From an optimization exercise on the open Yosys and OpenROAD flow, aimed at small area, a short achievable clock period and few clock cycles; shortcuts taken in it are not production practice.
Only simulation tests tie the RTL to the original design; equivalence was not proved.
No activity file was given, so power comes from the tool's default toggle rates.

--- design.v ---
module pipelined_cpu(
    input clk,
    input rst_n,
    output [15:0]imem_addr,
    input [31:0]imem_rdata,
    output [15:0]dmem_addr,
    output dmem_we,
    output [31:0]dmem_wdata,
    input [31:0]dmem_rdata,
    output reg debug_wb_have_inst,
    output reg [31:0]debug_wb_pc,
    output reg debug_wb_ena,
    output reg [4:0]debug_wb_reg,
    output reg [31:0]debug_wb_value
    );
    reg [31:0] fpc;      
    reg [31:0] pc;       
    reg [31:0] alt;      
    reg [31:7] ir;
    reg [31:0] ra;       
    reg [31:0] rb;       
    reg        fam;      
    reg        fbm;      
    reg        fbm_r;    
    reg        v;        
    reg        kill;     
    reg is_lw, is_jalr, is_sw, is_br, is_link, is_lui, is_rr, pred;
    reg wr_kind, xwe, sub, sra;
    reg s_add, s_sll, s_xor, s_sr, s_or, s_and;
    reg        m_v;
    reg [31:0] m_pc;
    reg [31:0] m_res;    
    reg [31:0] m_data;   
    reg [4:0]  m_rd;
    reg        m_wr, m_we, m_lw, m_sw;
    wire [31:0] q [0:31];
    assign q[0] = 32'd0;
    genvar gi;
    generate
        for (gi = 1; gi < 32; gi = gi + 1) begin : R
            reg [31:0] r;
            always @(posedge clk) begin
                if (m_we && m_rd == gi) r <= m_val;
            end
            assign q[gi] = r;
        end
    endgenerate
    wire [2:0] f3 = ir[14:12];
    wire [4:0] rd = ir[11:7];
    wire x_we = xwe & ~kill;
    wire [31:0] a = fam ? m_res : ra;
    wire [31:0] b = fbm ? m_res : rb;
    wire [31:0] imm = is_sw ? {{20{ir[31]}}, ir[31:25], ir[11:7]} : {{20{ir[31]}}, ir[31:20]};
    wire [31:0] rb_imm = is_rr ? rb : imm;
    wire [31:0] opb = fbm_r ? m_res : rb_imm;
    wire [31:0] sum = a + (sub ? ~opb : opb) + {31'b0, sub};
    wire [4:0] sh = is_rr ? b[4:0] : ir[24:20];
    wire [31:0] a_rev;
    wire [31:0] shout;
    wire [31:0] sll;
    genvar gj;
    generate
        for (gj = 0; gj < 32; gj = gj + 1) begin : REV
            assign a_rev[gj] = a[31 - gj];
            assign sll[gj] = shout[31 - gj];
        end
    endgenerate
    wire [31:0] shin = s_sll ? a_rev : a;
    assign shout = $signed({sra & a[31], shin}) >>> sh;
    wire [31:0] early = ({32{s_xor}} & (a ^ opb)) | ({32{s_or}} & (a | opb)) |
                        ({32{s_and}} & (a & opb)) |
                        ({32{is_link}} & alt) | ({32{is_lui}} & {ir[31:12], 12'b0});
    wire [31:0] xres = ({32{s_add}} & sum) | ({32{s_sll}} & sll) |
                       ({32{s_sr}} & shout) | early;
    wire eq = a == b;
    wire lt = $signed(a) < $signed(b);
    wire cond = f3[2] ? (lt ^ f3[0]) : (eq ^ f3[0]);
    wire redirect = ~kill & (is_jalr | (is_br & (cond ^ pred)));
    wire [31:0] jt = a + {{20{ir[31]}}, ir[31:20]};
    wire [31:0] redirect_pc = is_jalr ? {jt[31:1], 1'b0} : alt;
    assign dmem_addr = m_res[17:2];
    assign dmem_we = m_sw;
    assign dmem_wdata = m_data;
    wire [31:0] m_val = m_lw ? dmem_rdata : m_res;
    assign imem_addr = fpc[17:2];
    wire [31:0] fi = imem_rdata;
    wire [4:0] rs1 = fi[19:15];
    wire [4:0] rs2 = fi[24:20];
    wire [4:0] fop = fi[6:2];
    wire [2:0] ff3 = fi[14:12];
    wire f_jal  = fi[6] & fi[3];
    wire f_jalr = fi[6] & fi[2] & ~fi[3];
    wire f_br   = fi[6] & ~fi[2];
    wire f_lui  = ~fi[6] & fi[2];
    wire f_r    = ~fi[6] & fi[5] & fi[4] & ~fi[2];
    wire f_i    = ~fi[6] & ~fi[5] & fi[4];
    wire f_lw   = ~fi[6] & ~fi[5] & ~fi[4];
    wire f_sw   = ~fi[6] & fi[5] & ~fi[4];
    wire f_alu  = f_r | f_i;
    wire f_wr   = f_alu | f_lw | f_lui | f_jal | f_jalr;
    wire f_use1 = ~(f_lui | f_jal);
    wire f_use2 = f_r | f_sw | f_br;
    wire [31:0] f_imm = fi[3] ? {{12{fi[31]}}, fi[19:12], fi[20], fi[30:21], 1'b0}
                              : {{20{fi[31]}}, fi[7], fi[30:25], fi[11:8], 1'b0};
    wire [31:0] f_tgt = fpc + f_imm;
    wire [31:0] f_pc4 = fpc + 32'd4;
    wire f_pred = f_jal | (f_br & fi[31]);
    wire f_fwd_br = f_br & ~fi[31];
    wire stall = is_lw && x_we && ((f_use1 && rd == rs1) || (f_use2 && rd == rs2));
    wire [31:0] fpc_f = ({32{f_pred & ~stall}} & f_tgt) | ({32{~f_pred & ~stall}} & f_pc4) |
                        ({32{stall}} & fpc);
    always @(posedge clk or negedge rst_n) begin
        if (!rst_n)
            fpc <= 32'd0;
        else
            fpc <= redirect ? redirect_pc : fpc_f;
    end
    reg [31:0] rf1, rf2;
    integer k;
    always @(*) begin
        rf1 = 32'd0;
        rf2 = 32'd0;
        for (k = 1; k < 32; k = k + 1) begin
            rf1 = rf1 | (q[k] & {32{rs1 == k}});
            rf2 = rf2 | (q[k] & {32{rs2 == k}});
        end
    end
    always @(posedge clk) begin
        ra <= (m_we && m_rd == rs1) ? m_val : rf1;
        rb <= (m_we && m_rd == rs2) ? m_val : rf2;
        fam <= x_we && rd == rs1;
        fbm <= x_we && rd == rs2;
        fbm_r <= x_we && rd == rs2 && f_r;
        ir <= fi[31:7];
        pc <= fpc;
        alt <= f_fwd_br ? f_tgt : f_pc4;
        pred <= f_pred;
        sub <= f_r & fi[30];
        sra <= fi[30];
        s_add <= (f_alu & ff3 == 3'b000) | f_lw | f_sw;
        s_sll <= f_alu & ff3 == 3'b001;
        s_xor <= f_alu & ff3 == 3'b100;
        s_sr  <= f_alu & ff3 == 3'b101;
        s_or  <= f_alu & ff3 == 3'b110;
        s_and <= f_alu & ff3 == 3'b111;
        is_rr <= f_r;
        is_lui <= f_lui;
        is_link <= f_jal | f_jalr;
    end
    always @(posedge clk or negedge rst_n) begin
        if (!rst_n) begin
            v <= 1'b0;
            kill <= 1'b0;
            is_lw <= 1'b0;
            is_jalr <= 1'b0;
            is_sw <= 1'b0;
            is_br <= 1'b0;
            wr_kind <= 1'b0;
            xwe <= 1'b0;
        end else begin
            v <= 1'b1;
            kill <= redirect | stall;
            is_lw <= f_lw;
            is_jalr <= f_jalr;
            is_sw <= f_sw;
            is_br <= f_br;
            wr_kind <= f_wr;
            xwe <= f_wr & (fi[11:7] != 5'd0);
        end
    end
    always @(posedge clk or negedge rst_n) begin
        if (!rst_n) begin
            m_v <= 1'b0;
            m_wr <= 1'b0;
            m_we <= 1'b0;
            m_sw <= 1'b0;
        end else begin
            m_v <= v & ~kill;
            m_wr <= wr_kind & ~kill;
            m_we <= x_we;
            m_sw <= is_sw & ~kill;
        end
    end
    always @(posedge clk) begin
        m_pc <= pc;
        m_res <= xres;
        m_data <= b;
        m_rd <= rd;
        m_lw <= is_lw;
    end
    always @(posedge clk or negedge rst_n) begin
        if (!rst_n) begin
            debug_wb_have_inst <= 1'b0;
            debug_wb_ena <= 1'b0;
        end else begin
            debug_wb_have_inst <= m_v;
            debug_wb_ena <= m_wr;
        end
    end
    always @(posedge clk) begin
        debug_wb_pc <= m_pc;
        debug_wb_reg <= m_rd;
        debug_wb_value <= m_val;
    end
endmodule
--- flow/run.sh ---
#!/bin/bash
# The standard layout (standard.sh), with one change: the port buffers that
# buffer_ports inserts are sky130_fd_sc_hd__buf_2 instead of the delay cell it
# picks by default. Every port still gets its buffer. make's output goes to
# make_finish.log; each tool's full log stays in orfs/logs/.
set -euo pipefail
bash standard.sh "BUFFER_PORTS_ARGS=-buffer_cell sky130_fd_sc_hd__buf_2" finish > make_finish.log 2>&1
test -f out/final.def
--- standard.sh ---
#!/bin/bash
# synth_recipe.tcl (not shown) runs the flow's synth.tcl, then flattens the netlist and writes it again
# the make line also repeats each setting of config.mk as NAME=value (left out here)
make -C /OpenROAD-flow-scripts/flow DESIGN_CONFIG=/design/flow/config.mk WORK_HOME=/design/flow/orfs CLKGATE_MAP_FILE= SYNTH_SCRIPT=/design/flow/synth_recipe.tcl "${@:-finish}"
--- config.mk ---
export PLATFORM = sky130hd
export DESIGN_NAME = pipelined_cpu
export DESIGN_NICKNAME = pipelined_cpu
export VERILOG_FILES = /design/flow/design.v
export SDC_FILE = /design/flow/constraint.sdc
export NUM_CORES = 8
export LEC_CHECK = 0
export CAP_MARGIN = 20
export CORE_MARGIN = 2
export CORE_UTILIZATION = 40
export CTS_CLUSTER_DIAMETER = 80
export CTS_CLUSTER_SIZE = 25
export SETUP_SLACK_MARGIN = 5
export SLEW_MARGIN = 20
export TNS_END_PERCENT = 10
--- constraint.sdc ---
create_clock -name core_clock -period 9.0 [get_ports {clk}]
set_input_delay 1.8000 -clock core_clock [delete_from_list [all_inputs] [get_ports {clk}]]
set_output_delay 1.8000 -clock core_clock [all_outputs]
set_load 0.01 [all_outputs]
==> results of run 1 <==
==> metrics by stage <==
step / power [mW] / instances / area, um2
2_1_floorplan: 11.1 / 5225 / 65300
3_3_place_gp: 13.0 / 7389 / 69300
3_5_place_dp: 13.0 / 7389 / 69300
4_1_cts: 17.7 / 7609 / 73600
5_1_grt: 18.4 / 7642 / 74100
6_report: 17.9 / 7651 / 74100
==> cells in the mapped netlist (27+ instances only) <==
master      n
edfxtp_1  992
a221oi_1  466
a22o_1    451
dfxtp_1   337
a21oi_1   283
clkbuf_1  280
nor2_1    268
nand2_1   197
ha_1      187
mux2i_1   179
inv_1     170
nand4_1   160
o21ai_0   134
nor3_1     93
xnor2_1    91
a222oi_1   77
xor2_1     64
nand3_1    52
a21o_1     47
dfrtp_1    46
mux2_2     43
buf_4      38
buf_1      29
o211ai_1   29
and3_1     27
==> final cells by class <==
| type | count | area [um2] |
|---|---|---|
| fillers | 14656 | 88100 |
| flip-flops and latches | 1375 | 37700 |
| multi-input cells | 3290 | 26500 |
| repair buffers | 470 | 3440 |
| well taps | 2175 | 2720 |
| clock buffers | 103 | 2270 |
| clock inverters | 52 | 785 |
| inverters | 174 | 667 |
| diodes | 12 | 30.0 |
==> logic make-up after synthesis <==
family,after synthesis,synth area share (%)
compound gates,1755,20.9
flops,1375,57.8
simple gates,928,6.97
buf+inv,561,3.74
mux,260,4.79
fa+ha+maj,190,3.68
xor+xnor,155,2.08
other cells,1,0.00575
==> worst min-delay path by stage <==
stage                         from              end  slack [ns]
after detailed placement  m_pc[12]  debug_wb_pc[12]        0.31
after global placement      pc[11]         m_pc[11]        0.31
after CTS                 m_pc[12]  debug_wb_pc[12]        0.31
after global routing      m_pc[12]  debug_wb_pc[12]        0.32
after floorplan            m_pc[0]   debug_wb_pc[0]        0.31
final                     m_pc[12]  debug_wb_pc[12]        0.31
==> timing repair <==
action / CTS / global route
pin swaps: 26 / 18
resized for setup: 136 / 55
setup buffers: 58 / 30
setup endpoints to repair: 138 / 113
gates cloned: 7 / 0
==> where the power goes <==
group          leakage [nW]  switching (mW)  internal [mW]
clock                  1.47            2.56           2.01
combinational          12.2            3.14           1.59
sequential             12.4           0.732           7.87
==> worst max-delay path: cells and delay by family <==
kind | cells | cell delay [ns]
and+or+nand+nor | 4 | 1.33
buffers and inverters | 2 | 1.02
AOI/OAI and AO/OA | 3 | 0.86
==> per-layer routing <==
metal / share of wire [%] / routed length, um / vias to the layer above
met2: 41 / 130000 / 5561
met4: 9.1 / 29100 / 19
li1: - / - / 21441
met3: 16 / 51700 / 1665
met1: 34 / 107000 / 27243
met5: 0.15 / 472 / -
==> impl_metrics.csv, run 1 <==
group,metric,value,unit
cts,clock_path_buffers,3,
floorplan,num_rows,148,
synth,netlist_instances,5225,
detailed_routing,avgViaCountPerCell,7.31,
floorplan,die_area,166000,um2
placed_design,place_congestion,1.00,
cts,tritoncts,"built",
cts,clock_latency,0.78,ns
synth,syn-cell-area,65200,um2
sta,fin_tns_setup,0,ns
synth,synthFlopType,"edfxtp_1",
cells_and_area,largest_reg_flops,992,
synth,synth_enable_flop_cells,992,
setup_path,path_cells,"buf_2 > nand3b_1 > nor2_4 > buf_4 > a22o_1 > a221oi_1 > nand4_1 > nor3_1 > a21oi_1",
setup_path,cp-endpoint,"ra[27]",
floorplan,start_util,40.2,%
detailed_routing,drt_iter0_markers,10736,
detailed_routing,via_count,55929,
global_route,grt.total_usage,36.9,%
floorplan,die_h,408,um
cts,cts.sinks,1375,
setup_path,worstSetupPathType,"in -> reg",
sta,fin_hold_ws,0.313,ns
cts,clk_pin_slew_worst_paths,0.09,ns
setup_path,critPathCaptureType,"register",
global_route,grtUsageMet2,53.4,%
synth,async_flop_share,3.35,%
setup_path,cp.arrival,5.07,ns
global_route,met1_usage,44.3,%
sta,layout_setup_ws,4.53,ns
global_route,grt_pass1_vias,51929,
floorplan,pin_count,202,
setup_path,rrSetupSlack,4.84,ns
setup_path,startpoint_type,"input port",
detailed_routing,postRouteAntennaNets,0,
setup_path,slowest_delay,0.65,ns
synth,yosysSeqAreaShare,57.8,%
global_route,grt_pass1_wl,429,mm
run,drv_cap,0,
sta,max_freq,223,MHz
setup_path,r2r_end,"fpc[2]",
sta,slew_viol_final,0,
global_route,antenna_found_initial,22,
cts,cts_root_buffer,"clkbuf_16",
detailed_routing,drc,0,
pwr,ir_drop,0.159,mV
global_route,grt_busiest_layer,"met2",
synth,ys_seq_elements,1375,
cts,htreeDepth,3,
cells_and_area,drive_gt1_share,17.4,%
worst_hold_path,min_path_cells,0,
sta,final_hold_viol_count,0,
pwr,power_density,242,nW/um2
placed_design,dp_slack,3.29,ns
global_route,use_met3,16.1,%
status,status,"timing/DRC/antenna clean",
detailed_routing,post_drt_wl_per_cell,41.6,um
global_route,grt_max_degree,66,
pwr,leakagePower,26.0,nW
setup_path,r2r_start,"fbm",
sta,worst_pin_slew,1.25,ns
synth,synth.avg_cell_area,12.5,um2
placed_design,hpwl,189,mm
cells_and_area,area_growth,13.7,%
sta,maxSlewHeadroom,14.6,%
setup_path,crit_path_start,"imem_rdata[15]",
setup_path,required,9.60,ns
setup_path,crit_slowest_cell,"nor2_4",
cells_and_area,layout_common_cells,"992 x edfxtp_1, 465 x a221oi_1, 451 x a22o_1, 328 x dfxtp_1, 272 x a21oi_1",
synth,synth_top_area_cell,"edfxtp_1",
detailed_routing,wirelength,318,mm
synth,synthTopCellsByArea,"edfxtp_1 46%, dfxtp_1 10%, a221oi_1 6.3%, a22o_1 6.1%, ha_1 3.6%",
worst_hold_path,hold_path.class,"reg -> reg",
cts,cts_hold_buf,0,
setup_path,crit_fanout,24,
detailed_routing,firstDrtPassIters,13,
placed_design,io_buffers,199,
cells_and_area,finalCoreUtilization,45.7,%
sta,skew,0.0459,ns
floorplan,coreArea,162000,um2
sta,min_period,4.47,ns
cells_and_area,largest-register,"R.r",
synth,synth.distinct_cells,100,
sta,setup_viol,0,
cells_and_area,fin_nets,5652,
sta,rsz0062_at_grt,"yes",
floorplan,die_w,408,um
synth,yosysWarnings,1,
setup_path,reg2regPathDepth,13,
cts,cts_buffers,85,
sta,fin_crit_sh,49.7,%
global_route,grt_overflow_total,0,
cells_and_area,final_common_cell,"edfxtp_1",
synth,synth_top_area_share,45.7,%
Testbench counts, summed over its fixed seeds: cycles 91,727.
==> inputs of run 2 (changes only) <==
--- a/design.v
+++ b/design.v
@@ -8,14 +8,16 @@
     output [31:0]dmem_wdata,
     input [31:0]dmem_rdata,
     output reg debug_wb_have_inst,
-    output reg [31:0]debug_wb_pc,
+    output [31:0]debug_wb_pc,
     output reg debug_wb_ena,
     output reg [4:0]debug_wb_reg,
     output reg [31:0]debug_wb_value
     );
-    reg [31:0] fpc;      
-    reg [31:0] pc;       
-    reg [31:0] alt;      
+    reg [31:2] fpc_q;    
+    wire [31:0] fpc = {fpc_q, 2'b00};
+    reg [31:2] pc;       
+    reg [31:2] alt_q;    
+    wire [31:0] alt = {alt_q, 2'b00};
     reg [31:7] ir;
     reg [31:0] ra;       
     reg [31:0] rb;       
@@ -28,7 +30,7 @@
     reg wr_kind, xwe, sub, sra;
     reg s_add, s_sll, s_xor, s_sr, s_or, s_and;
     reg        m_v;
-    reg [31:0] m_pc;
+    reg [31:2] m_pc;
     reg [31:0] m_res;    
     reg [31:0] m_data;   
     reg [4:0]  m_rd;
@@ -111,9 +113,9 @@
                         ({32{stall}} & fpc);
     always @(posedge clk or negedge rst_n) begin
         if (!rst_n)
-            fpc <= 32'd0;
+            fpc_q <= 30'd0;
         else
-            fpc <= redirect ? redirect_pc : fpc_f;
+            fpc_q <= redirect ? redirect_pc[31:2] : fpc_f[31:2];
     end
     reg [31:0] rf1, rf2;
     integer k;
@@ -132,8 +134,8 @@
         fbm <= x_we && rd == rs2;
         fbm_r <= x_we && rd == rs2 && f_r;
         ir <= fi[31:7];
-        pc <= fpc;
-        alt <= f_fwd_br ? f_tgt : f_pc4;
+        pc <= fpc_q;
+        alt_q <= f_fwd_br ? f_tgt[31:2] : f_pc4[31:2];
         pred <= f_pred;
         sub <= f_r & fi[30];
         sra <= fi[30];
@@ -188,6 +190,8 @@
         m_rd <= rd;
         m_lw <= is_lw;
     end
+    reg [31:2] wb_pc;
+    assign debug_wb_pc = {wb_pc, 2'b00};
     always @(posedge clk or negedge rst_n) begin
         if (!rst_n) begin
             debug_wb_have_inst <= 1'b0;
@@ -198,7 +202,7 @@
         end
     end
     always @(posedge clk) begin
-        debug_wb_pc <= m_pc;
+        wb_pc <= m_pc;
         debug_wb_reg <= m_rd;
         debug_wb_value <= m_val;
     end
--- a/config.mk
+++ b/config.mk
@@ -6,10 +6,11 @@
 export NUM_CORES = 8
 export LEC_CHECK = 0
 export CAP_MARGIN = 20
+export CELL_PAD_IN_SITES_DETAIL_PLACEMENT = 1
 export CORE_MARGIN = 2
 export CORE_UTILIZATION = 40
 export CTS_CLUSTER_DIAMETER = 80
 export CTS_CLUSTER_SIZE = 25
 export SETUP_SLACK_MARGIN = 5
 export SLEW_MARGIN = 20
-export TNS_END_PERCENT = 10
+export TNS_END_PERCENT = 30
==> impl_metrics.csv, run 2 <==
group,metric,value,unit
synth,synth.avg_cell_area,12.3,um2
pwr,power_density,241,nW/um2
synth,yosysWarnings,1,
synth,yosysSeqAreaShare,58.8,%
floorplan,die_w,403,um
global_route,grt.total_usage,37.7,%
synth,ys_seq_elements,1366,
synth,syn-cell-area,63800,um2
synth,synth_top_area_cell,"edfxtp_1",
setup_path,startpoint_type,"input port",
synth,synthTopCellsByArea,"edfxtp_1 47%, dfxtp_1 10%, a221oi_1 4.8%, a22o_1 4.5%, ha_1 3.6%",
global_route,grt_pass1_wl,429,mm
placed_design,place_area,67900,um2
floorplan,num_rows,146,
cells_and_area,largest_reg_flops,992,
placed_design,place_congestion,1.00,
cells_and_area,final_common_cell,"edfxtp_1",
sta,worst_pin_slew,1.18,ns
sta,fin_crit_sh,47.7,%
global_route,grt_max_degree,65,
cells_and_area,finalInstanceArea,73100,um2
cts,cts.sinks,1366,
setup_path,critPathCaptureType,"register",
setup_path,required,9.64,ns
cts,cts_root_buffer,"clkbuf_16",
run,drv_cap,0,
sta,fin_tns_setup,0,ns
cts,htreeDepth,3,
sta,final_hold_viol_count,0,
cells_and_area,drive_gt1_share,18.7,%
pwr,leakagePower,25.4,nW
cells_and_area,area_growth,14.5,%
sta,rsz0062_at_grt,"yes",
sta,slew_viol_final,0,
synth,synth_enable_flop_cells,992,
cells_and_area,layout_common_cells,"992 x edfxtp_1, 343 x a221oi_1, 330 x a22o_1, 316 x dfxtp_1, 266 x a22oi_1",
global_route,grt_pass1_vias,53566,
floorplan,pin_count,202,
synth,synth_top_area_share,46.7,%
cells_and_area,fin_nets,5635,
synth,netlist_instances,5207,
pwr,switching_share,35.7,%
cts,clock_path_buffers,3,
global_route,grtUsageMet2,54.8,%
detailed_routing,drt_iter0_markers,9800,
cts,tritoncts,"built",
setup_path,cp.arrival,4.93,ns
sta,max_freq,233,MHz
placed_design,dp.cells,7257,
floorplan,coreArea,158000,um2
pwr,p_sw,6.28,mW
sta,skew,0.0698,ns
synth,synth_most_common_cell,"edfxtp_1",
pwr,clock_power_share,24.3,%
pwr,intPower,11.3,mW
placed_design,dp_slack,3.50,ns
sta,layout_setup_ws,4.71,ns
detailed_routing,post_drt_wl_per_cell,42.3,um
detailed_routing,avgViaCountPerCell,7.40,
synth,async_flop_share,3.22,%
detailed_routing,via_count,55721,
cells_and_area,largest-register,"R.r",
placed_design,hpwl,190,mm
global_route,met1_usage,44.9,%
cells_and_area,fillCellCount,16264,
pwr,ir_drop,0.162,mV
pwr,combPwrFrac,27.1,%
worst_hold_path,hold_path.class,"reg -> reg",
global_route,antenna_found_initial,12,
global_route,grt_overflow_total,0,
setup_path,worstSetupPathType,"in -> reg",
cts,cts_buffers,79,
synth,netlist_top_cells_count,"992 x edfxtp_1, 348 x a221oi_1, 330 x a22o_1, 330 x dfxtp_1, 298 x nor2_1",
detailed_routing,postRouteAntennaNets,0,
floorplan,start_util,40.3,%
sta,min_period,4.29,ns
detailed_routing,firstDrtPassIters,10,
global_route,grt_busiest_layer,"met2",
cts,clock_latency,0.78,ns
detailed_routing,drc,0,
global_route,use_met3,14.6,%
cells_and_area,fin_cells,7527,
status,status,"timing/DRC/antenna clean",
setup_path,crit_fanout,20,
floorplan,die_area,163000,um2
sta,maxSlewHeadroom,21.3,%
pwr,p_seq_share,48.6,%
placed_design,io_buffers,197,
floorplan,die_h,403,um
detailed_routing,wirelength,319,mm
cts,clk_pin_slew_worst_paths,0.10,ns
synth,synthFlopType,"edfxtp_1",
cts,cts_hold_buf,0,
synth,synth.distinct_cells,87,
sta,setup_viol,0,
[run 2: repair_timing]
item / in CTS / in global routing
pin swaps: 25 / 53
setup endpoints to repair: 131 / 108
cloned: 5 / 0
setup buffers: 28 / 82
gates resized for setup: 143 / 157
[run 2: logic make-up after synthesis]
kind of cell    after synthesis  share of synthesized area [%]
xor+xnor                    158                           2.17
simple gates               1020                           7.54
compound gates             1707                           20.2
mux                         220                           4.14
flops                      1366                           58.8
other cells                   2                         0.0118
fa+ha+maj                   188                           3.71
buf+inv                     546                           3.46
[run 2: layout make-up]
cell class	instances	area, um2	share of cell area [%]
Sequential cell	1366	37500	51.3
Multi-Input combinational cell	3296	26000	35.6
Clock inverter	45	619	0.847
Antenna cell	12	30.0	0.0411
Tap cell	2072	2590	3.55
Inverter	160	619	0.847
Clock buffer	98	2100	2.87
Timing Repair Buffer	478	3580	4.89
[run 2: final timing paths]
path                                 from        end  slack [ns]  cells past startpoint
min reg2reg                      m_pc[13]  wb_pc[13]        0.33                      0
max in group asynchronous           rst_n      is_sw        7.37                      2
max                        imem_rdata[24]     rb[28]        4.71                     10
min in group asynchronous           rst_n        m_v        1.15                      2
min                              m_pc[13]  wb_pc[13]        0.33                      0
max reg2reg                           fbm  m_res[15]        4.84                     12
[run 2: worst max-delay path: stages]
cell      delay [ns]
buf_4           0.20
nand2b_2        0.46
nor2_4          0.07
buf_4           0.33
buf_4           0.36
a22o_1          0.27
a221oi_1        0.30
nand4_1         0.17
nor3_1          0.71
a21oi_1         0.17
[run 2: metal layers]
metal  wire, um  share of wire (%)
met3      50400                 16
met4      32100                 10
met1     104000                 33
met2     132000                 41
met5        152              0.048
[run 2: stage by stage]
stage	hold slack, ns	util [%]	total power [mW]
final	0.331	46.1	17.6
after global routing	0.335	46.1	18.1
after CTS	0.335	45.2	17.1
after detailed placement	0.313	42.9	12.8
after global placement	0.310	42.9	12.6
after floorplan	0.310	-	10.9
[run 2: power by group through the flow]
stage,logic (mW),clock network (mW),registers (mW)
floorplan,2.58,0,8.28
detailed placement,4.14,0,8.62
finish,4.77,4.28,8.54
global route,5.02,4.47,8.58
CTS,4.34,4.27,8.49
global placement,4.03,0,8.60
Testbench counts of run 2, summed over its fixed seeds: cycles 91,727.
==> inputs of run 3 (changes only) <==
--- a/design.v
+++ b/design.v
@@ -15,6 +15,7 @@
     );
     reg [31:2] fpc_q;    
     wire [31:0] fpc = {fpc_q, 2'b00};
+    reg [1:0] bc0, bc1;
     reg [31:2] pc;       
     reg [31:2] alt_q;    
     wire [31:0] alt = {alt_q, 2'b00};
@@ -80,6 +81,19 @@
     wire redirect = ~kill & (is_jalr | (is_br & (cond ^ pred)));
     wire [31:0] jt = a + {{20{ir[31]}}, ir[31:20]};
     wire [31:0] redirect_pc = is_jalr ? {jt[31:1], 1'b0} : alt;
+    wire [1:0] bcx = pc[2] ? bc1 : bc0;
+    wire x_dis = cond ^ ir[31];
+    wire [1:0] bcn = x_dis ? ((bcx == 2'b11) ? 2'b11 : bcx + 2'b01)
+                           : ((bcx == 2'b00) ? 2'b00 : bcx - 2'b01);
+    always @(posedge clk or negedge rst_n) begin
+        if (!rst_n) begin
+            bc0 <= 2'b00;
+            bc1 <= 2'b00;
+        end else if (is_br & ~kill) begin
+            if (pc[2]) bc1 <= bcn;
+            else bc0 <= bcn;
+        end
+    end
     assign dmem_addr = m_res[17:2];
     assign dmem_we = m_sw;
     assign dmem_wdata = m_data;
@@ -106,8 +120,9 @@
                               : {{20{fi[31]}}, fi[7], fi[30:25], fi[11:8], 1'b0};
     wire [31:0] f_tgt = fpc + f_imm;
     wire [31:0] f_pc4 = fpc + 32'd4;
-    wire f_pred = f_jal | (f_br & fi[31]);
-    wire f_fwd_br = f_br & ~fi[31];
+    wire f_flip = fpc[2] ? bc1[1] : bc0[1];
+    wire f_pred = f_jal | (f_br & (fi[31] ^ f_flip));
+    wire f_fwd_br = f_br & ~(fi[31] ^ f_flip);
     wire stall = is_lw && x_we && ((f_use1 && rd == rs1) || (f_use2 && rd == rs2));
     wire [31:0] fpc_f = ({32{f_pred & ~stall}} & f_tgt) | ({32{~f_pred & ~stall}} & f_pc4) |
                         ({32{stall}} & fpc);
--- a/config.mk
+++ b/config.mk
@@ -13,4 +13,4 @@
 export CTS_CLUSTER_SIZE = 25
 export SETUP_SLACK_MARGIN = 5
 export SLEW_MARGIN = 20
-export TNS_END_PERCENT = 30
+export TNS_END_PERCENT = 100
==> impl_metrics.csv, run 3 <==
group,metric,value,unit
cells_and_area,largest_reg_flops,992,
floorplan,pin_count,202,
cells_and_area,finalCoreUtilization,46.9,%
global_route,grt_pass1_wl,449,mm
sta,setup_viol,0,
setup_path,r2r_end,"fpc_q[13]",
floorplan,num_rows,147,
synth,netlist_top_cells_count,"992 x edfxtp_1, 361 x a221oi_1, 341 x a22o_1",
placed_design,hpwl,193,mm
sta,fin_crit_sh,48.2,%
cts,clk_pin_slew_worst_paths,0.10,ns
setup_path,cp.arrival,5.01,ns
status,status,"timing/DRC/antenna clean",
sta,final_hold_viol_count,0,
floorplan,start_util,40.2,%
global_route,antenna_found_initial,15,
synth,synthTopCellsByArea,"edfxtp_1 46%, dfxtp_1 10%, a221oi_1 4.9%, a22o_1 4.6%, ha_1 3.6%",
cells_and_area,final_common_cell,"edfxtp_1",
placed_design,place_congestion,1.01,
synth,synthFlopType,"edfxtp_1",
synth,async_flop_share,3.50,%
synth,netlist_instances,5195,
sta,slew_viol_final,0,
floorplan,die_area,164000,um2
global_route,grt.total_usage,39.1,%
pwr,ir_drop,0.172,mV
detailed_routing,avgViaCountPerCell,7.44,
detailed_routing,postRouteAntennaNets,0,
cts,clock_latency,0.79,ns
sta,fin_hold_ws,0.329,ns
setup_path,startpoint_type,"register",
cts,htreeDepth,3,
placed_design,io_buffers,197,
cts,cts_hold_buf,0,
detailed_routing,via_count,57136,
floorplan,die_w,405,um
run,drv_cap,0,
setup_path,critPathCaptureType,"register",
detailed_routing,post_drt_wl_per_cell,43.1,um
setup_path,required,9.67,ns
cells_and_area,layout_common_cells,"992 x edfxtp_1, 357 x a221oi_1, 341 x a22o_1, 315 x dfxtp_1, 279 x buf_4",
detailed_routing,drc,0,
cts,tritoncts,"built",
sta,worst_pin_slew,1.18,ns
cells_and_area,largest-register,"R.r",
synth,synth.avg_cell_area,12.4,um2
setup_path,r2r_start,"m_res[7]",
synth,synth_top_area_cell,"edfxtp_1",
synth,synth_top_area_share,46.2,%
setup_path,cp-endpoint,"fpc_q[13]",
synth,syn-cell-area,64400,um2
sta,min_period,4.34,ns
pwr,power_density,241,nW/um2
synth,yosysWarnings,1,
setup_path,crit_path_start,"m_res[7]",
pwr,leakagePower,26.2,nW
cells_and_area,fin_nets,5694,
worst_hold_path,hold_path.class,"reg -> reg",
synth,yosysSeqAreaShare,58.3,%
setup_path,crit_fanout,7,
floorplan,die_h,405,um
synth,synth_most_common_cell,"edfxtp_1",
cells_and_area,area_growth,16.7,%
synth,synth_enable_flop_cells,992,
global_route,grt_max_degree,65,
setup_path,reg2regPathDepth,14,
sta,skew,0.0491,ns
detailed_routing,wirelength,331,mm
floorplan,coreArea,160000,um2
sta,fin_tns_setup,0,ns
detailed_routing,firstDrtPassIters,9,
sta,max_freq,231,MHz
global_route,grt_pass1_vias,56054,
cells_and_area,drive_gt1_share,21.3,%
cells_and_area,regArea,37600,um2
synth,ys_seq_elements,1370,
setup_path,worstSetupPathType,"reg -> reg",
cts,clock_path_buffers,3,
detailed_routing,drt_iter0_markers,9606,
sta,maxSlewHeadroom,21.6,%
cts,cts_root_buffer,"clkbuf_16",
cts,cts_buffers,82,
cells_and_area,multi_input_area,26900,um2
global_route,grt_overflow_total,0,
setup_path,rrSetupSlack,4.66,ns
synth,synth.distinct_cells,95,
sta,rsz0062_at_grt,"yes",
cts,cts.sinks,1370,
cells_and_area,fillCellCount,16302,
==> run 3: changes by cell type after synthesis, sizes merged, moves of 20 or more <==
cell and delta:
nand2 -86, o21ai -25, a22oi -24, inv +20, mux2 +20
==> run 3: logic make-up after synthesis <==
logic type | count (synthesis) | share of synthesized area, %
compound gates | 1700 | 20.1
xor+xnor | 153 | 2.08
fa+ha+maj | 190 | 3.70
buf+inv | 562 | 3.54
flops | 1370 | 58.3
mux | 260 | 4.93
other cells | 2 | 0.0117
simple gates | 958 | 7.29
==> run 3: worst min path at each step <==
stage | startpoint | end | slack [ns] | cells after the start
global placement | pc[17] | m_pc[17] | 0.31 | 0
finish | pc[6] | m_pc[6] | 0.33 | 0
CTS | pc[6] | m_pc[6] | 0.33 | 0
global route | pc[6] | m_pc[6] | 0.34 | 0
floorplan | pc[10] | m_pc[10] | 0.31 | 0
detailed placement | pc[19] | m_pc[19] | 0.31 | 0
==> run 3: report_power, final <==
part	leakage (nW)	internal, mW	switching [mW]
Clock	1.40	1.98	2.50
Sequential	12.4	7.81	0.794
Combinational	12.5	1.79	3.27
==> run 3: worst max-delay path, stage by stage, from the launching register on <==
cell and delay (ns):
dfxtp_1 0.81, mux2i_1 0.35, ha_1 0.40, o21ai_0 0.12
a211oi_2 0.33, o41ai_4 0.16, a2111oi_4 0.43, nor4_2 0.09
a2111o_1 0.46, buf_6 0.18, o311ai_4 0.26, buf_6 0.17
buf_4 0.13, buf_16 0.14, mux2i_1 0.21
==> run 3: final cells by class <==
type / count / area share [%]
Sequential cell: 1370 / 50.0
Inverter: 179 / 0.915
Clock inverter: 50 / 0.942
Timing Repair Buffer: 543 / 5.79
Tap cell: 2160 / 3.59
Antenna cell: 16 / 0.0532
Clock buffer: 101 / 2.91
Multi-Input combinational cell: 3264 / 35.8
==> run 3: routing by layer <==
metal  global-route usage (%)  vias up  share of wire [%]
met1                     45.2    28050                 32
met4                     32.5       22                 11
met3                     16.4     2120                 16
met2                     56.2     5638                 41
li1                         -    21306                  -
met5                    0.506        -               0.11
==> run 3: what timing repair did <==
| action | in CTS | in global routing |
|---|---|---|
| resized for setup | 308 | 107 |
| endpoints found under the setup margin | 140 | 101 |
| setup buffers | 114 | 50 |
| gates cloned | 10 | 1 |
| hold endpoints to repair | 0 | 0 |
| pin swaps | 55 | 35 |
==> run 3: through the flow <==
step	std cells	setup WS (ns)	power (mW)	cell area, um2
2_1_floorplan	5196	4.36	10.9	64600
3_5_place_dp	7340	3.10	12.9	68700
3_3_place_gp	7339	3.23	12.7	68700
6_report	7683	4.66	18.1	75200
5_1_grt	7671	4.54	18.6	75200
4_1_cts	7615	4.76	17.7	74200
Testbench counts of run 3, summed over its fixed seeds: cycles 90,510.
==> inputs of run 4 (changes only) <==
--- a/config.mk
+++ b/config.mk
@@ -13,4 +13,4 @@
 export CTS_CLUSTER_SIZE = 25
 export SETUP_SLACK_MARGIN = 5
 export SLEW_MARGIN = 20
-export TNS_END_PERCENT = 100
+export TNS_END_PERCENT = 30
==> impl_metrics.csv, run 4 <==
group,metric,value,unit
placed_design,hpwl,195,mm
cts,clk_pin_slew_worst_paths,0.10,ns
sta,skew,0.0518,ns
cts,cts.sinks,1370,
pwr,intPower,11.3,mW
cts,cts_buffers,82,
synth,async_flop_share,3.50,%
sta,max_freq,221,MHz
detailed_routing,drc,0,
sta,rsz0062_at_grt,"yes",
synth,yosysWarnings,1,
setup_path,slowest_delay,0.98,ns
run,drv_cap,0,
synth,synth.distinct_cells,95,
cts,clock_latency,0.76,ns
global_route,grt.total_usage,38.4,%
pwr,power_density,239,nW/um2
detailed_routing,drt_iter0_markers,9965,
setup_path,cp_top_family,"simple AND/OR/NAND/NOR gates",
pwr,p_seq_share,48.5,%
synth,netlist_top_cells_count,"992 x edfxtp_1, 361 x a221oi_1, 341 x a22o_1",
worst_hold_path,hold_path.class,"reg -> reg",
cells_and_area,multi_input_area,26300,um2
cells_and_area,final_common_cell,"edfxtp_1",
detailed_routing,wirelength,326,mm
setup_path,crit_slowest_cell,"nor2_4",
cells_and_area,fillCellCount,16494,
pwr,combPwrFrac,26.6,%
detailed_routing,post_drt_wl_per_cell,42.7,um
sta,maxSlewHeadroom,20.3,%
synth,netlist_instances,5195,
global_route,antenna_found_initial,27,
floorplan,pin_count,202,
pwr,leakagePower,25.7,nW
cells_and_area,regArea,37600,um2
placed_design,place_congestion,1.02,
cells_and_area,layout_common_cells,"992 x edfxtp_1, 358 x a221oi_1, 341 x a22o_1, 319 x dfxtp_1, 256 x a21oi_1",
cts,htreeDepth,3,
synth,synthTopCellsByArea,"edfxtp_1 46%, dfxtp_1 10%, a221oi_1 4.9%, a22o_1 4.6%, ha_1 3.6%",
placed_design,dp_slack,2.99,ns
synth,synthFlopType,"edfxtp_1",
detailed_routing,met1_length,108,mm
synth,yosysSeqAreaShare,58.3,%
floorplan,die_area,164000,um2
cells_and_area,drive_gt1_share,18.9,%
pwr,ir_drop,0.174,mV
detailed_routing,via_count,56430,
synth,synth_top_area_cell,"edfxtp_1",
setup_path,cp.arrival,5.11,ns
detailed_routing,wl_met3,50.7,mm
floorplan,coreArea,160000,um2
floorplan,start_util,40.2,%
synth,ys_seq_elements,1370,
cts,clock_path_buffers,3,
setup_path,startpoint_type,"input port",
setup_path,worstSetupPathType,"in -> reg",
global_route,grt_pass1_vias,54414,
detailed_routing,avgViaCountPerCell,7.40,
global_route,grt_max_degree,65,
sta,worst_pin_slew,1.19,ns
cts,cts_hold_buf,0,
pwr,p_sw,6.38,mW
sta,min_period,4.53,ns
detailed_routing,highest_layer,"met5",
floorplan,die_w,405,um
cells_and_area,largest-register,"R.r",
detailed_routing,firstDrtPassIters,10,
sta,layout_setup_ws,4.47,ns
sta,fin_crit_sh,50.4,%
cts,cts_root_buffer,"clkbuf_16",
floorplan,die_h,405,um
synth,synth_most_common_cell,"edfxtp_1",
setup_path,crit_fanout,15,
synth,synth_enable_flop_cells,992,
pwr,switching_share,36.1,%
setup_path,path_cells,"buf_2 > nand3b_1 > nor2_4 > buf_4 > a22o_1 > a221oi_1 > nand4_1 > nor3_1 > a21oi_1",
cts,tritoncts,"built",
detailed_routing,route.met2.wl,135,mm
global_route,grt_pass1_wl,439,mm
sta,setup_viol,0,
synth,syn-cell-area,64400,um2
floorplan,num_rows,147,
setup_path,critPathCaptureType,"register",
synth,synth_top_area_share,46.2,%
sta,fin_tns_setup,0,ns
global_route,grt_overflow_total,0,
cells_and_area,fin_nets,5634,
setup_path,required,9.57,ns
sta,slew_viol_final,0,
pwr,clock_power_share,24.9,%
cells_and_area,area_growth,14.6,%
synth,synth.avg_cell_area,12.4,um2
detailed_routing,postRouteAntennaNets,0,
status,status,"timing/DRC/antenna clean",
cells_and_area,largest_reg_flops,992,
setup_path,worst-path-buf-inv,2,
sta,final_hold_viol_count,0,
placed_design,io_buffers,197,
-- run 4: path summary, 6_finish.rpt --
check / start / endpoint / slack [ns] / cells after the start
worst max register to register: fam / fpc_q[14] / 4.55 / 18
worst min register to register: m_pc[3] / wb_pc[3] / 0.33 / 0
max in group asynchronous: rst_n / is_sw / 7.26 / 2
worst min-delay path: m_pc[3] / wb_pc[3] / 0.33 / 0
min in group asynchronous: rst_n / debug_wb_have_inst / 1.19 / 2
worst max-delay path: imem_rdata[23] / rb[22] / 4.47 / 9
-- run 4: layout make-up --
class                      instances  share of cell area (%)
sequential                      1370                    51.0
multi-input combinational       3264                    35.6
timing repair buffer             483                    4.97
tap                             2160                    3.66
clock buffer                     110                    3.03
inverter                         179                   0.929
clock inverter                    42                   0.805
antenna                           20                  0.0678
-- run 4: timing repair --
| item | 4_1_cts | 5_1_grt |
|---|---|---|
| pin swaps | 30 | 34 |
| endpoints found under the setup margin | 141 | 127 |
| gates resized for setup | 194 | 49 |
| buffers inserted | 55 | 45 |
| gates cloned | 9 | 0 |
-- run 4: cells by family after synthesis --
family | synth area share (%)
muxes | 4.93
other | 0.0117
DFF | 58.3
buffers and inverters | 3.54
and+or+nand+nor | 7.29
AOI/OAI and AO/OA | 20.1
xor gates and xnor gates | 2.08
adders and majority gates | 3.70
-- run 4: worst register-to-register path, delay by kind of cell (launching register included) --
| kind | cells | cell delay, ns |
|---|---|---|
| compound gates | 5 | 1.17 |
| buf+inv | 7 | 1.14 |
| simple gates | 4 | 0.96 |
| flops | 1 | 0.42 |
| fa+ha+maj | 1 | 0.33 |
| mux | 1 | 0.28 |
-- run 4: power by group through the flow --
stage	registers [mW]	logic [mW]	clock network, mW
2_1_floorplan	8.31	2.63	0
6_report	8.58	4.70	4.40
4_1_cts	8.54	4.44	4.36
5_1_grt	8.61	4.92	4.58
3_3_place_gp	8.64	4.11	0
3_5_place_dp	8.66	4.21	0
-- run 4: routing by layer --
metal | track usage [%] | up-vias
li1 | - | 21185
met4 | 29.6 | 30
met5 | 0.268 | -
met3 | 15.1 | 1906
met2 | 55.9 | 5619
met1 | 45.4 | 27690
-- run 4: metrics by stage --
step	std cells	util [%]	instance area [um2]	hold slack, ns	total power [mW]
after floorplan	5196	-	64600	0.310	10.9
after global placement	7347	42.9	68800	0.310	12.8
after detailed placement	7347	42.9	68800	0.313	12.9
after CTS	7563	45.7	73100	0.329	17.3
after global routing	7612	46.1	73800	0.325	18.1
final	7628	46.1	73800	0.327	17.7
==> inputs of run 5 (changes only) <==
--- a/design.v
+++ b/design.v
@@ -19,7 +19,8 @@
     reg [31:2] pc;       
     reg [31:2] alt_q;    
     wire [31:0] alt = {alt_q, 2'b00};
-    reg [31:7] ir;
+    reg [14:7] ir;       
+    reg [31:0] immq;     
     reg [31:0] ra;       
     reg [31:0] rb;       
     reg        fam;      
@@ -53,11 +54,11 @@
     wire x_we = xwe & ~kill;
     wire [31:0] a = fam ? m_res : ra;
     wire [31:0] b = fbm ? m_res : rb;
-    wire [31:0] imm = is_sw ? {{20{ir[31]}}, ir[31:25], ir[11:7]} : {{20{ir[31]}}, ir[31:20]};
+    wire [31:0] imm = immq;
     wire [31:0] rb_imm = is_rr ? rb : imm;
     wire [31:0] opb = fbm_r ? m_res : rb_imm;
     wire [31:0] sum = a + (sub ? ~opb : opb) + {31'b0, sub};
-    wire [4:0] sh = is_rr ? b[4:0] : ir[24:20];
+    wire [4:0] sh = is_rr ? b[4:0] : immq[4:0];
     wire [31:0] a_rev;
     wire [31:0] shout;
     wire [31:0] sll;
@@ -72,17 +73,17 @@
     assign shout = $signed({sra & a[31], shin}) >>> sh;
     wire [31:0] early = ({32{s_xor}} & (a ^ opb)) | ({32{s_or}} & (a | opb)) |
                         ({32{s_and}} & (a & opb)) |
-                        ({32{is_link}} & alt) | ({32{is_lui}} & {ir[31:12], 12'b0});
+                        ({32{is_link}} & alt) | ({32{is_lui}} & immq);
     wire [31:0] xres = ({32{s_add}} & sum) | ({32{s_sll}} & sll) |
                        ({32{s_sr}} & shout) | early;
     wire eq = a == b;
     wire lt = $signed(a) < $signed(b);
     wire cond = f3[2] ? (lt ^ f3[0]) : (eq ^ f3[0]);
     wire redirect = ~kill & (is_jalr | (is_br & (cond ^ pred)));
-    wire [31:0] jt = a + {{20{ir[31]}}, ir[31:20]};
+    wire [31:0] jt = a + immq;
     wire [31:0] redirect_pc = is_jalr ? {jt[31:1], 1'b0} : alt;
     wire [1:0] bcx = pc[2] ? bc1 : bc0;
-    wire x_dis = cond ^ ir[31];
+    wire x_dis = cond ^ immq[31];
     wire [1:0] bcn = x_dis ? ((bcx == 2'b11) ? 2'b11 : bcx + 2'b01)
                            : ((bcx == 2'b00) ? 2'b00 : bcx - 2'b01);
     always @(posedge clk or negedge rst_n) begin
@@ -148,7 +149,9 @@
         fam <= x_we && rd == rs1;
         fbm <= x_we && rd == rs2;
         fbm_r <= x_we && rd == rs2 && f_r;
-        ir <= fi[31:7];
+        ir <= fi[14:7];
+        immq <= f_sw ? {{20{fi[31]}}, fi[31:25], fi[11:7]} :
+                f_lui ? {fi[31:12], 12'b0} : {{20{fi[31]}}, fi[31:20]};
         pc <= fpc_q;
         alt_q <= f_fwd_br ? f_tgt[31:2] : f_pc4[31:2];
         pred <= f_pred;
==> impl_metrics.csv, run 5 <==
group,metric,value,unit
floorplan,start_util,40.2,%
placed_design,place_area,69600,um2
global_route,grt_pass1_vias,55437,
setup_path,path_cells,"buf_2 > nand2b_2 > nor2_4 > buf_12 > a22o_1 > a221oi_1 > nand4_1 > nor3_2 > a21oi_1",
synth,synth_top_area_share,45.7,%
cts,clock_latency,0.76,ns
cts,clock_path_buffers,3,
setup_path,critPathCaptureType,"register",
setup_path,r2r_end,"fpc_q[7]",
setup_path,reg2regPathDepth,15,
placed_design,io_buffers,197,
synth,netlist_instances,5267,
detailed_routing,via_count,57309,
setup_path,cp.arrival,4.85,ns
global_route,grt.total_usage,38.4,%
detailed_routing,firstDrtPassIters,10,
sta,worst_pin_slew,1.29,ns
cts,htreeDepth,3,
detailed_routing,drt_iter0_markers,10673,
worst_hold_path,min_path_cells,0,
pwr,ir_drop,0.192,mV
cts,clk_pin_slew_worst_paths,0.10,ns
global_route,grt_overflow_total,0,
floorplan,die_area,166000,um2
synth,synthTopCellsByArea,"edfxtp_1 46%, dfxtp_1 11%, a221oi_1 6.1%, a22o_1 6.0%, ha_1 3.6%",
setup_path,slowest_delay,0.67,ns
synth,synth.avg_cell_area,12.4,um2
synth,synthFlopType,"edfxtp_1",
synth,synth_most_common_cell,"edfxtp_1",
worst_hold_path,hold_path.class,"reg -> reg",
cells_and_area,final_common_cell,"edfxtp_1",
setup_path,required,9.54,ns
setup_path,cp_top_family,"simple AND/OR/NAND/NOR gates",
setup_path,startpoint_type,"input port",
global_route,antenna_found_initial,17,
global_route,grt_pass1_wl,449,mm
detailed_routing,postRouteAntennaNets,0,
sta,max_freq,232,MHz
cts,cts_root_buffer,"clkbuf_16",
floorplan,die_h,408,um
floorplan,coreArea,162000,um2
cells_and_area,layout_common_cells,"992 x edfxtp_1, 454 x a221oi_1, 449 x a22o_1, 336 x dfxtp_1, 247 x a21oi_1",
cells_and_area,fillCellCount,16724,
sta,min_period,4.31,ns
floorplan,die_w,408,um
placed_design,place_congestion,1.01,
pwr,leakagePower,26.4,nW
setup_path,worstSetupPathType,"in -> reg",
sta,setup_viol,0,
synth,syn-cell-area,65200,um2
worst_hold_path,hold-path-endpoint,"m_pc[25]",
sta,fin_crit_sh,47.9,%
global_route,grt_max_degree,49,
cells_and_area,finalInstanceArea,74800,um2
sta,final_hold_viol_count,0,
placed_design,hpwl,203,mm
sta,fin_tns_setup,0,ns
setup_path,crit_fanout,20,
placed_design,dp_slack,3.27,ns
synth,yosysWarnings,1,
setup_path,worst-path-buf-inv,2,
sta,rsz0062_at_grt,"yes",
cts,tritoncts,"built",
cells_and_area,fin_nets,5693,
cells_and_area,drive_gt1_share,17.9,%
floorplan,pin_count,202,
sta,layout_setup_ws,4.69,ns
synth,synth_enable_flop_cells,992,
run,drv_cap,0,
detailed_routing,avgViaCountPerCell,7.44,
detailed_routing,wirelength,332,mm
status,status,"timing/DRC/antenna clean",
floorplan,num_rows,148,
setup_path,crit_slowest_cell,"nor3_2",
setup_path,rrSetupSlack,4.85,ns
synth,async_flop_share,3.47,%
synth,synth.distinct_cells,87,
cts,cts_buffers,89,
cells_and_area,largest-register,"R.r",
sta,fin_hold_ws,0.324,ns
cts,cts.sinks,1385,
cells_and_area,largest_reg_flops,992,
detailed_routing,drc,0,
pwr,power_density,245,nW/um2
sta,maxSlewHeadroom,11.4,%
synth,yosysSeqAreaShare,58.1,%
sta,slew_viol_final,0,
synth,synth_top_area_cell,"edfxtp_1",
cts,cts_hold_buf,0,
setup_path,r2r_start,"fam",
cells_and_area,area_growth,14.6,%
synth,netlist_top_cells_count,"992 x edfxtp_1, 456 x a221oi_1, 449 x a22o_1",
synth,ys_seq_elements,1385,
worst_hold_path,min_from,"pc[25]",
detailed_routing,post_drt_wl_per_cell,43.1,um
sta,skew,0.0457,ns
## run 5: cell types whose count changed in the layout (fill, tap and decap cells not counted), sizes merged, moves of 16 or more
cell and change:
xnor2 -16, a21o +20, o221ai +20, a22oi -225, nand3 -26, mux2i +26
nand2 +34, a221oi +95, a22o +108, o211ai +23, nor2 -28, mux2 -44
## run 5: layer usage
metal | up-vias | GRT usage, % | part of all wire (%)
met5 | - | 1.26 | 0.25
met4 | 34 | 29.3 | 10
met3 | 1904 | 15.8 | 16
met2 | 5706 | 55.5 | 41
met1 | 28102 | 45.2 | 33
li1 | 21563 | - | -
## run 5: how the worst max path moves through the flow
stage,startpoint,endpoint,cells past startpoint
after detailed placement,is_rr,m_res[30],15
after floorplan,imem_rdata[3],fpc_q[30],14
after global placement,is_rr,m_res[30],15
after CTS,imem_rdata[18],ra[4],9
final,imem_rdata[24],rb[20],9
after global routing,imem_rdata[3],alt_q[30],14
## run 5: area by class of cell
cell class,count,area [um2],area share [%]
multi-input combinational,3314,26800,35.8
timing repair buffer,473,3430,4.58
tap,2175,2720,3.64
antenna,10,25.0,0.0335
sequential,1385,37900,50.7
inverter,176,664,0.889
clock inverter,57,833,1.11
clock buffer,110,2410,3.22
## run 5: cell families (layout without fill, tap and decap cells)
logic type                 after synthesis  after routing  synth area share [%]
AOI/OAI and AO/OA                     1760           1761                  21.0
DFF                                   1385           1385                  58.1
and+or+nand+nor                        971            971                  7.31
buffers and inverters                  570            816                  3.52
muxes                                  238            238                  4.35
adders and majority gates              190            190                  3.66
xor gates and xnor gates               151            151                  2.03
other                                    2             13                0.0115
## run 5: repair_timing
| action | in CTS | in global routing |
|---|---|---|
| pin swaps | 25 | 25 |
| resized for setup | 120 | 108 |
| buffers inserted | 49 | 49 |
| gates cloned | 1 | 3 |
| endpoints found under the setup margin | 133 | 113 |
## run 5: power by group
part | internal [mW] | total, mW | switching, mW | leakage [nW]
clock network | 2.12 | 4.77 | 2.65 | 1.55
registers | 7.92 | 8.74 | 0.813 | 12.5
logic | 1.57 | 4.80 | 3.23 | 12.4
## run 5: through the flow
stage	std cells	util (%)	power (mW)
floorplan	5268	-	11.2
global placement	7419	42.8	13.1
detailed placement	7419	42.8	13.2
CTS	7636	45.4	18.0
global route	7692	46.0	18.8
finish	7700	46.0	18.3
Testbench counts of run 5, summed over its fixed seeds: cycles 90,510.
==> inputs of run 6 (changes only) <==
--- a/design.v
+++ b/design.v
@@ -29,6 +29,7 @@
     reg        v;        
     reg        kill;     
     reg is_lw, is_jalr, is_sw, is_br, is_link, is_lui, is_rr, pred;
+    reg k_eq, k_ne, k_lt, k_ge;   
     reg wr_kind, xwe, sub, sra;
     reg s_add, s_sll, s_xor, s_sr, s_or, s_and;
     reg        m_v;
@@ -79,7 +80,7 @@
     wire eq = a == b;
     wire lt = $signed(a) < $signed(b);
     wire cond = f3[2] ? (lt ^ f3[0]) : (eq ^ f3[0]);
-    wire redirect = ~kill & (is_jalr | (is_br & (cond ^ pred)));
+    wire redirect = ~kill & (is_jalr | (is_br & ((eq & k_eq) | (~eq & k_ne) | (lt & k_lt) | (~lt & k_ge))));
     wire [31:0] jt = a + immq;
     wire [31:0] redirect_pc = is_jalr ? {jt[31:1], 1'b0} : alt;
     wire [1:0] bcx = pc[2] ? bc1 : bc0;
@@ -155,6 +156,10 @@
         pc <= fpc_q;
         alt_q <= f_fwd_br ? f_tgt[31:2] : f_pc4[31:2];
         pred <= f_pred;
+        k_eq <= (ff3 == 3'b000 & ~f_pred) | (ff3 == 3'b001 & f_pred);
+        k_ne <= (ff3 == 3'b000 & f_pred) | (ff3 == 3'b001 & ~f_pred);
+        k_lt <= (ff3 == 3'b100 & ~f_pred) | (ff3 == 3'b101 & f_pred);
+        k_ge <= (ff3 == 3'b100 & f_pred) | (ff3 == 3'b101 & ~f_pred);
         sub <= f_r & fi[30];
         sra <= fi[30];
         s_add <= (f_alu & ff3 == 3'b000) | f_lw | f_sw;
==> flow/run.sh (replaced) <==
#!/bin/bash
# The standard layout (standard.sh), with one change: the port buffers that
# buffer_ports inserts are sky130_fd_sc_hd__buf_4 instead of the delay cell it
# picks by default. Every port still gets its buffer. make's output goes to
# make_finish.log; each tool's full log stays in orfs/logs/.
set -euo pipefail
bash standard.sh "BUFFER_PORTS_ARGS=-buffer_cell sky130_fd_sc_hd__buf_4" finish > make_finish.log 2>&1
test -f out/final.def
--- a/config.mk
+++ b/config.mk
@@ -13,4 +13,4 @@
 export CTS_CLUSTER_SIZE = 25
 export SETUP_SLACK_MARGIN = 5
 export SLEW_MARGIN = 20
-export TNS_END_PERCENT = 30
+export TNS_END_PERCENT = 100
==> impl_metrics.csv, run 6 <==
group,metric,value,unit
status,status,"timing/DRC/antenna clean",
cells_and_area,regArea,38000,um2
cts,clock_latency,0.79,ns
floorplan,num_rows,148,
detailed_routing,via_count,57771,
floorplan,die_w,409,um
sta,final_hold_viol_count,0,
synth,synthTopCellsByArea,"edfxtp_1 45%, dfxtp_1 11%, a221oi_1 6.1%, a22o_1 6.0%, ha_1 3.5%",
sta,skew,0.0590,ns
synth,netlist_instances,5308,
pwr,power_density,248,nW/um2
cts,cts_root_buffer,"clkbuf_16",
cells_and_area,final_common_cell,"edfxtp_1",
global_route,grt.total_usage,38.4,%
floorplan,pin_count,202,
detailed_routing,drc,0,
global_route,grt_pass1_vias,56359,
setup_path,slowest_delay,0.96,ns
sta,maxSlewHeadroom,12.0,%
setup_path,path_common_cell,"buf_6",
synth,yosysSeqAreaShare,57.8,%
floorplan,coreArea,163000,um2
pwr,ir_drop,0.196,mV
global_route,grt_overflow_total,0,
cells_and_area,largest_reg_flops,992,
pwr,leakagePower,27.0,nW
setup_path,required,9.65,ns
synth,synth.avg_cell_area,12.4,um2
detailed_routing,firstDrtPassIters,9,
setup_path,critPathCaptureType,"register",
sta,rsz0062_at_grt,"yes",
cts,clk_pin_slew_worst_paths,0.09,ns
cells_and_area,fin_nets,5765,
synth,synth.distinct_cells,95,
cells_and_area,area_growth,17.0,%
cells_and_area,layout_common_cells,"992 x edfxtp_1, 457 x a221oi_1, 448 x a22o_1, 447 x buf_4, 334 x dfxtp_1",
worst_hold_path,hold_path.class,"reg -> reg",
floorplan,die_area,167000,um2
synth,synth_top_area_share,45.4,%
detailed_routing,drt_iter0_markers,10208,
detailed_routing,highest_layer,"met5",
sta,worst_pin_slew,1.32,ns
synth,async_flop_share,3.46,%
detailed_routing,postRouteAntennaNets,0,
setup_path,crit_slowest_cell,"dfxtp_1",
placed_design,dp_slack,3.27,ns
cts,cts_hold_buf,0,
setup_path,cp.arrival,4.95,ns
synth,yosysWarnings,1,
synth,ys_seq_elements,1388,
cells_and_area,largest-register,"R.r",
detailed_routing,wl_met3,53.5,mm
floorplan,start_util,40.3,%
synth,netlist_top_cells_count,"992 x edfxtp_1, 461 x a221oi_1, 448 x a22o_1",
global_route,grt_max_degree,66,
run,drv_cap,0,
cts,cts.sinks,1388,
floorplan,die_h,409,um
placed_design,hpwl,200,mm
cts,clock_path_buffers,3,
global_route,grt_pass1_wl,452,mm
detailed_routing,met1_length,110,mm
placed_design,place_congestion,1.03,
setup_path,crit_fanout,7,
cells_and_area,multi_input_area,27800,um2
synth,synth_top_area_cell,"edfxtp_1",
sta,layout_setup_ws,4.70,ns
setup_path,path_cells,"mux2i_1 > ha_1 > nand4_1 > or4_4 > nor2_4 > a21boi_2 > a311o_1 > a2111oi_4 > buf_6 > a211oi_4 > buf_6 > buf_12 > buf_6 > buf_16 > a21o_1",
cells_and_area,fillCellCount,16610,
cts,cts_buffers,89,
sta,max_freq,233,MHz
placed_design,dp.cells,7445,
detailed_routing,route.met2.wl,138,mm
sta,fin_hold_ws,0.330,ns
setup_path,startpoint_type,"register",
cts,tritoncts,"built",
sta,slew_viol_final,0,
cells_and_area,fin_cells,7767,
setup_path,worstSetupPathType,"reg -> reg",
global_route,antenna_found_initial,16,
synth,synth_enable_flop_cells,992,
detailed_routing,avgViaCountPerCell,7.44,
detailed_routing,wirelength,336,mm
sta,min_period,4.30,ns
cells_and_area,drive_gt1_share,19.8,%
sta,setup_viol,0,
sta,fin_tns_setup,0,ns
detailed_routing,post_drt_wl_per_cell,43.2,um
synth,syn-cell-area,65700,um2
synth,synthFlopType,"edfxtp_1",
synth,synth_most_common_cell,"edfxtp_1",
cts,htreeDepth,3,
sta,fin_crit_sh,47.8,%
placed_design,io_buffers,197,
[run 6: cell types whose count changed after synthesis, sizes merged, moves of 10 or more]
cell    change
o221ai     -21
nor2       -11
o31ai      +12
o21a       +16
o21ai      -10
nor3       +24
a21oi      -11
clkbuf     -15
buf        +15
mux2i      +21
[run 6: metrics by stage]
stage | power, mW | instance area [um2] | utilization, %
after floorplan | 11.3 | 65900 | -
after global placement | 13.4 | 70300 | 43.1
after detailed placement | 13.6 | 70300 | 43.1
after CTS | 18.5 | 75300 | 46.2
after global routing | 19.6 | 76800 | 47.1
final | 19.1 | 76800 | 47.1
[run 6: repair_timing]
action	4_1_cts	5_1_grt
endpoints found under the setup margin	130	92
pin swaps	36	62
gates resized for setup	222	149
gates cloned	9	5
setup buffers	66	70
[run 6: area by class of cell]
cell class / count / share of cell area, %
antenna: 7 / 0.0228
clock buffer: 107 / 3.04
clock inverter: 58 / 1.20
inverter: 169 / 0.860
multi-input combinational: 3361 / 36.2
sequential: 1388 / 49.4
tap: 2175 / 3.54
timing repair buffer: 502 / 5.65
[run 6: cells by family (layout without fill, tap and decap cells)]
group                    Yosys count  count (layout)  synth area share [%]
AO/OA/AOI/OAI                   1768            1771                  21.0
XOR/XNOR                         150             150                  2.00
adder cells (fa/ha/maj)          188             188                  3.60
buffers and inverters            563             836                  3.55
flip-flops                      1388            1388                  57.8
multiplexers                     259             259                  4.63
other                              2              10                0.0114
AND/OR/NAND/NOR                  990             990                  7.40
[run 6: worst max-delay path, delay by kind of cell (launching register included)]
family                     cells  cell delay [ns]
buffers and inverters          5             0.75
adders and majority gates      1             0.43
muxes                          1             0.28
AOI/OAI and AO/OA              5             0.96
DFF                            1             0.96
and+or+nand+nor                3             0.79
[run 6: routing by layer]
metal	vias up	track usage (%)
met5	-	0
met2	5518	55.6
met4	18	29.5
li1	21793	-
met1	28502	44.8
met3	1940	16.7
[run 6: final timing paths]
check,startpoint,to,slack (ns),cells after the start
hold / removal,pc[11],m_pc[11],0.33,0
min in group asynchronous,rst_n,fpc_q[24],1.09,1
max in group asynchronous,rst_n,m_sw,7.36,1
hold reg to reg,pc[11],m_pc[11],0.33,0
setup reg to reg,m_res[10],fpc_q[20],4.70,15
setup / recovery,m_res[10],fpc_q[20],4.70,15
[run 6: report_power, final]
group,internal (mW),switching (mW),leakage (nW)
combinational,2.00,3.49,13.0
sequential,7.95,0.888,12.5
clock,2.08,2.66,1.55
total,12.0,7.04,27.0
Testbench counts of run 6, summed over its fixed seeds: cycles 90,510.

separate check: timing with driven ports:
No port has a modelled driver above. Below, the same layouts with a new extraction and two added sets of constraints. Step 1, drivers: a clkbuf_16 drives clk and a buf_2 each remaining input, both assumed. Step 2 times the ports against the registers' clock, not the clock port: input delays grow and output delays shrink by t, the midpoint of the rising clock arrivals with the driver on. Three values: ideal, step 1, step 2; two values: the first two.
run	t (ns)	setup WS [ns]	worst register clock-pin slew, ns
run 1	0.849	4.525 / 4.596 / 3.747	0.11 / 0.11
run 2	0.843	4.710 / 4.765 / 3.922	0.10 / 0.10
run 3	0.843	4.664 / 4.664 / 3.984	0.11 / 0.11
run 4	0.826	4.467 / 4.536 / 3.710	0.11 / 0.11
run 5	0.833	4.685 / 4.723 / 3.890	0.11 / 0.11
run 6	0.844	4.702 / 4.702 / 3.966	0.11 / 0.11
After both steps every run listed still meets setup and hold. For run 5, which loses most, drivers alone change the setup slack by +0.038 ns; drivers and shift together by -0.795 ns.
